This design comes from an exercise in tuning for small area and a short achievable clock period on the open sky130 flow, not from production work. The RTL was checked by simulation tests, not by an equivalence proof against the original design. The clock port is modelled as an ideal driver; clocking choices that lean on that would not hold on a real chip.

==> try-fjord: inputs <==
==> flow/design.v (excerpt) <==
module MemPUF (
    input  wire clk,
    input  wire rst_n,
    input  wire vin_valid,
    input  wire [7:0] C,
    output reg  [7:0] R
);
==> flow/config.mk <==
export PLATFORM = sky130hd
export DESIGN_NAME = MemPUF
export DESIGN_NICKNAME = MemPUF
export VERILOG_FILES = /design/flow/design.v
export SDC_FILE = /design/flow/constraint.sdc
export NUM_CORES = 4
export LEC_CHECK = 0
export CAP_MARGIN = 20
export CORE_MARGIN = 2
export CORE_UTILIZATION = 55
export PLACE_DENSITY = 0.65
export SETUP_SLACK_MARGIN = 4.5
export SLEW_MARGIN = 20
export SYNTH_HIERARCHICAL = 1
==> flow/constraint.sdc <==
create_clock -name core_clock -period 10.0 [get_ports {clk}]
set_input_delay 2.0000 -clock core_clock [delete_from_list [all_inputs] [get_ports {clk}]]
set_output_delay 2.0000 -clock core_clock [all_outputs]
set_load 0.01 [all_outputs]
standard.sh (not shown) runs the stock make flow with config.mk's settings and CLKGATE_MAP_FILE= SYNTH_SCRIPT=/design/flow/synth_recipe.tcl, a recipe that flattens the netlist after the stock synthesis.
==> flow/flow/run.sh <==
#!/bin/bash
# Standard layout, with the response registers' clock delayed after CTS
# (flow/skew.tcl, run as ORFS's POST_CTS hook).
set -euo pipefail
W=$(pwd)
export POST_CTS_TCL=$W/flow/skew.tcl
bash standard.sh finish > $W/standard_flow.log 2>&1
==> flow/flow/skew.tcl <==
# POST_CTS hook: delay the clock of the response registers R[*] so that the
# long paths from the cell-state registers into R get more of the cycle.
# Only register-to-register paths gain; R's paths to the outputs lose.
# Each R register gets its own chain of delay buffers, placed beside it and
# fed from the clock net CTS gave it.
set block [ord::get_db_block]
set db [ord::get_db]
set rflops {}
set ::rskew_others {}
foreach inst [$block getInsts] {
  set m [[$inst getMaster] getName]
  if {![string match "*df*" $m]} { continue }
  if {[regexp {^R\\\[[0-9]+\\\]} [$inst getName]]} { lappend rflops $inst } else { lappend ::rskew_others $inst }
}
puts "skew: [llength $rflops] response registers, [llength $::rskew_others] other registers"

proc clk_arr {inst} {
  return [get_property [get_pins "[$inst getName]/CLK"] arrival_max_rise]
}
proc avg_other {} {
  set s 0.0; set n 0
  foreach f $::rskew_others { set s [expr {$s + [clk_arr $f]}]; incr n }
  return [expr {$s / $n}]
}

# the port buffers: a plain buffer instead of the slow delay cell that
# buffer_ports picked, so the R outputs and the inputs keep their slack
set pbuf_m [$db findMaster sky130_fd_sc_hd__buf_4]
foreach inst [$block getInsts] {
  if {[regexp {^(input|output)[0-9]+$} [$inst getName]] && [string match "*clkdlybuf*" [[$inst getMaster] getName]]} {
    $inst swapMaster $pbuf_m
  }
}
estimate_parasitics -placement
set base [avg_other]
set dly_m [$db findMaster sky130_fd_sc_hd__clkdlybuf4s25_1]
set id 0
# per register: add delay buffers while the paths into it have less slack
# than its path to the output (each buffer moves both by about 0.27 ns)
foreach f $rflops {
  set it [$f findITerm CLK]
  set loc [$f getLocation]
  set dpin [get_pins "[$f getName]/D"]
  set qpin [get_pins "[$f getName]/Q"]
  set k 0
  while {$k < 12} {
    set sd [get_property $dpin slack_max]
    set sq [get_property $qpin slack_max]
    if {$sq - $sd < 0.3} { break }
    set src [$it getNet]
    set b [odb::dbInst_create $block $dly_m "rskew_dly$id"]
    $b setLocation [lindex $loc 0] [lindex $loc 1]; $b setPlacementStatus PLACED
    set n [odb::dbNet_create $block "rskew_net$id"]
    $n setSigType CLOCK
    incr id
    $it disconnect
    $it connect $n
    [$b findITerm X] connect $n
    [$b findITerm A] connect $src
    global_connect
    incr k
    estimate_parasitics -placement
  }
  puts "skew: [$f getName] $k delay buffers, clock [format %.3f [expr {[clk_arr $f] - $base}]] ns after the mean register, slack in [format %.3f [get_property $dpin slack_max]], out [format %.3f [get_property $qpin slack_max]]"
}
detailed_placement
estimate_parasitics -placement
repair_timing_helper
detailed_placement
check_placement -verbose
estimate_parasitics -placement
foreach f $rflops { puts "skew: [$f getName] clock [format %.3f [expr {[clk_arr $f] - [avg_other]}]]" }
report_worst_slack -max
report_worst_slack -min
==> try-umber (differences from try-fjord) <==
--- a/flow/flow/skew.tcl
+++ b/flow/flow/skew.tcl
@@ -5,2 +5,3 @@
 # fed from the clock net CTS gave it.
+set skew_target [expr {[info exists ::env(R_SKEW_NS)] ? $::env(R_SKEW_NS) : 1.2}]
 set block [ord::get_db_block]
@@ -25,10 +26,2 @@
 
-# the port buffers: a plain buffer instead of the slow delay cell that
-# buffer_ports picked, so the R outputs and the inputs keep their slack
-set pbuf_m [$db findMaster sky130_fd_sc_hd__buf_4]
-foreach inst [$block getInsts] {
-  if {[regexp {^(input|output)[0-9]+$} [$inst getName]] && [string match "*clkdlybuf*" [[$inst getMaster] getName]]} {
-    $inst swapMaster $pbuf_m
-  }
-}
 estimate_parasitics -placement
@@ -37,4 +30,2 @@
 set id 0
-# per register: add delay buffers while the paths into it have less slack
-# than its path to the output (each buffer moves both by about 0.27 ns)
 foreach f $rflops {
@@ -42,9 +33,6 @@
   set loc [$f getLocation]
-  set dpin [get_pins "[$f getName]/D"]
-  set qpin [get_pins "[$f getName]/Q"]
   set k 0
-  while {$k < 12} {
-    set sd [get_property $dpin slack_max]
-    set sq [get_property $qpin slack_max]
-    if {$sq - $sd < 0.3} { break }
+  set d [expr {[clk_arr $f] - $base}]
+  while {$d < $skew_target - 0.12 && $k < 12} {
+    # one more delay buffer between the flop's clock pin and its driver
     set src [$it getNet]
@@ -62,4 +50,5 @@
     estimate_parasitics -placement
+    set d [expr {[clk_arr $f] - $base}]
   }
-  puts "skew: [$f getName] $k delay buffers, clock [format %.3f [expr {[clk_arr $f] - $base}]] ns after the mean register, slack in [format %.3f [get_property $dpin slack_max]], out [format %.3f [get_property $qpin slack_max]]"
+  puts "skew: [$f getName] $k delay buffers, clock [format %.3f $d] ns after the mean register"
 }
--- a/flow/config.mk
+++ b/flow/config.mk
@@ -11,3 +11,3 @@
 export PLACE_DENSITY = 0.65
-export SETUP_SLACK_MARGIN = 4.5
+export SETUP_SLACK_MARGIN = 4
 export SLEW_MARGIN = 20
==> try-lagoon (differences from try-fjord) <==
--- a/flow/config.mk
+++ b/flow/config.mk
@@ -11,3 +11,3 @@
 export PLACE_DENSITY = 0.65
-export SETUP_SLACK_MARGIN = 4.5
+export SETUP_SLACK_MARGIN = 5
 export SLEW_MARGIN = 20
==> qor summary <==
Run status: try-lagoon timing/DRC/antenna clean; try-fjord timing/DRC/antenna clean; try-umber timing/DRC/antenna clean
Launch instance of the worst register-to-register path: try-lagoon s12_88[0]; try-fjord s15_88[2]; try-umber s4_77[3]
Fmax achieved: try-lagoon 208 MHz; try-fjord 213 MHz; try-umber 191 MHz
Global-route met3 utilization: try-lagoon 0.339; try-fjord 0.295; try-umber 0.249
Critical Path Start: try-lagoon s12_88[0]; try-fjord R[2]; try-umber R[2]
Fraction of area in multi-input gates: try-lagoon 0.784; try-fjord 0.795; try-umber 0.806
Net total in the final layout: try-lagoon 5201; try-fjord 5150; try-umber 5093
Worst-margin pin slew: try-lagoon 1.21 ns; try-fjord 1.19 ns; try-umber 1.22 ns
Clock slew seen by the registers of the worst setup and hold paths: try-lagoon 0.08 ns; try-fjord 0.06 ns; try-umber 0.08 ns
Count of placed standard cells in the final layout, fillers left out: try-lagoon 4555; try-fjord 4502; try-umber 4443
Total length of routed met3 wires: try-lagoon 37600 um; try-fjord 36200 um; try-umber 32200 um
Filler cell count in the final layout: try-lagoon 5917; try-fjord 6033; try-umber 6132
Clock skew: try-lagoon 1.29 ns; try-fjord 1.40 ns; try-umber 1.40 ns
M1 wire length: try-lagoon 66600 um; try-fjord 66300 um; try-umber 65900 um
Biggest fanout along the worst timing path: try-lagoon 11; try-fjord 2; try-umber 2
Headroom to the max-slew limit: try-lagoon 0.187; try-fjord 0.205; try-umber 0.186
Post-layout min period: try-lagoon 4.81 ns; try-fjord 4.69 ns; try-umber 5.25 ns
WL/cell: try-lagoon 46.9 um; try-fjord 46.5 um; try-umber 45.5 um
Critical path class: try-lagoon reg -> reg; try-fjord reg -> out; try-umber reg -> out
Total wire length: try-lagoon 213000 um; try-fjord 209000 um; try-umber 202000 um

==> static timing again, ports no longer ideal <==
No port has a modelled driver above. Below, the same layouts with a new extraction and two added sets of constraints. Step 1 (the two cells are an assumption about what drives the block):
set clk [get_ports {clk}]
set_driving_cell -lib_cell sky130_fd_sc_hd__clkbuf_16 $clk
set_driving_cell -lib_cell sky130_fd_sc_hd__buf_2 [delete_from_list [all_inputs] $clk]
Step 2, shift: input delay + t, output delay - t, t = (earliest + latest rising clock arrival at the registers) / 2. This alone moves slack from input paths to output paths. Slacks: no drivers / after step 1 / after step 2; pairs: no drivers / after step 1.
run | t (ns) | slack for setup (ns) | clock arrival spread, ns | worst slew at a driven data input, ns | pins driven straight from the clock port
try-fjord | 1.288 | 5.307 / 5.234 / 4.675 | 1.399 / 1.399 | 0.05 | 1
try-umber | 1.292 | 4.752 / 4.682 / 4.752 | 1.397 / 1.397 | 0.05 | 1
try-lagoon | 1.248 | 5.187 / 5.187 / 4.451 | 1.295 / 1.295 | 0.05 | 1
Clock arrivals are far apart in every run listed, so t is only a midpoint there and step 2 fits no single register. For try-lagoon, which loses most, drivers alone change the setup slack by 0.000 ns; drivers and shift together by -0.736 ns.
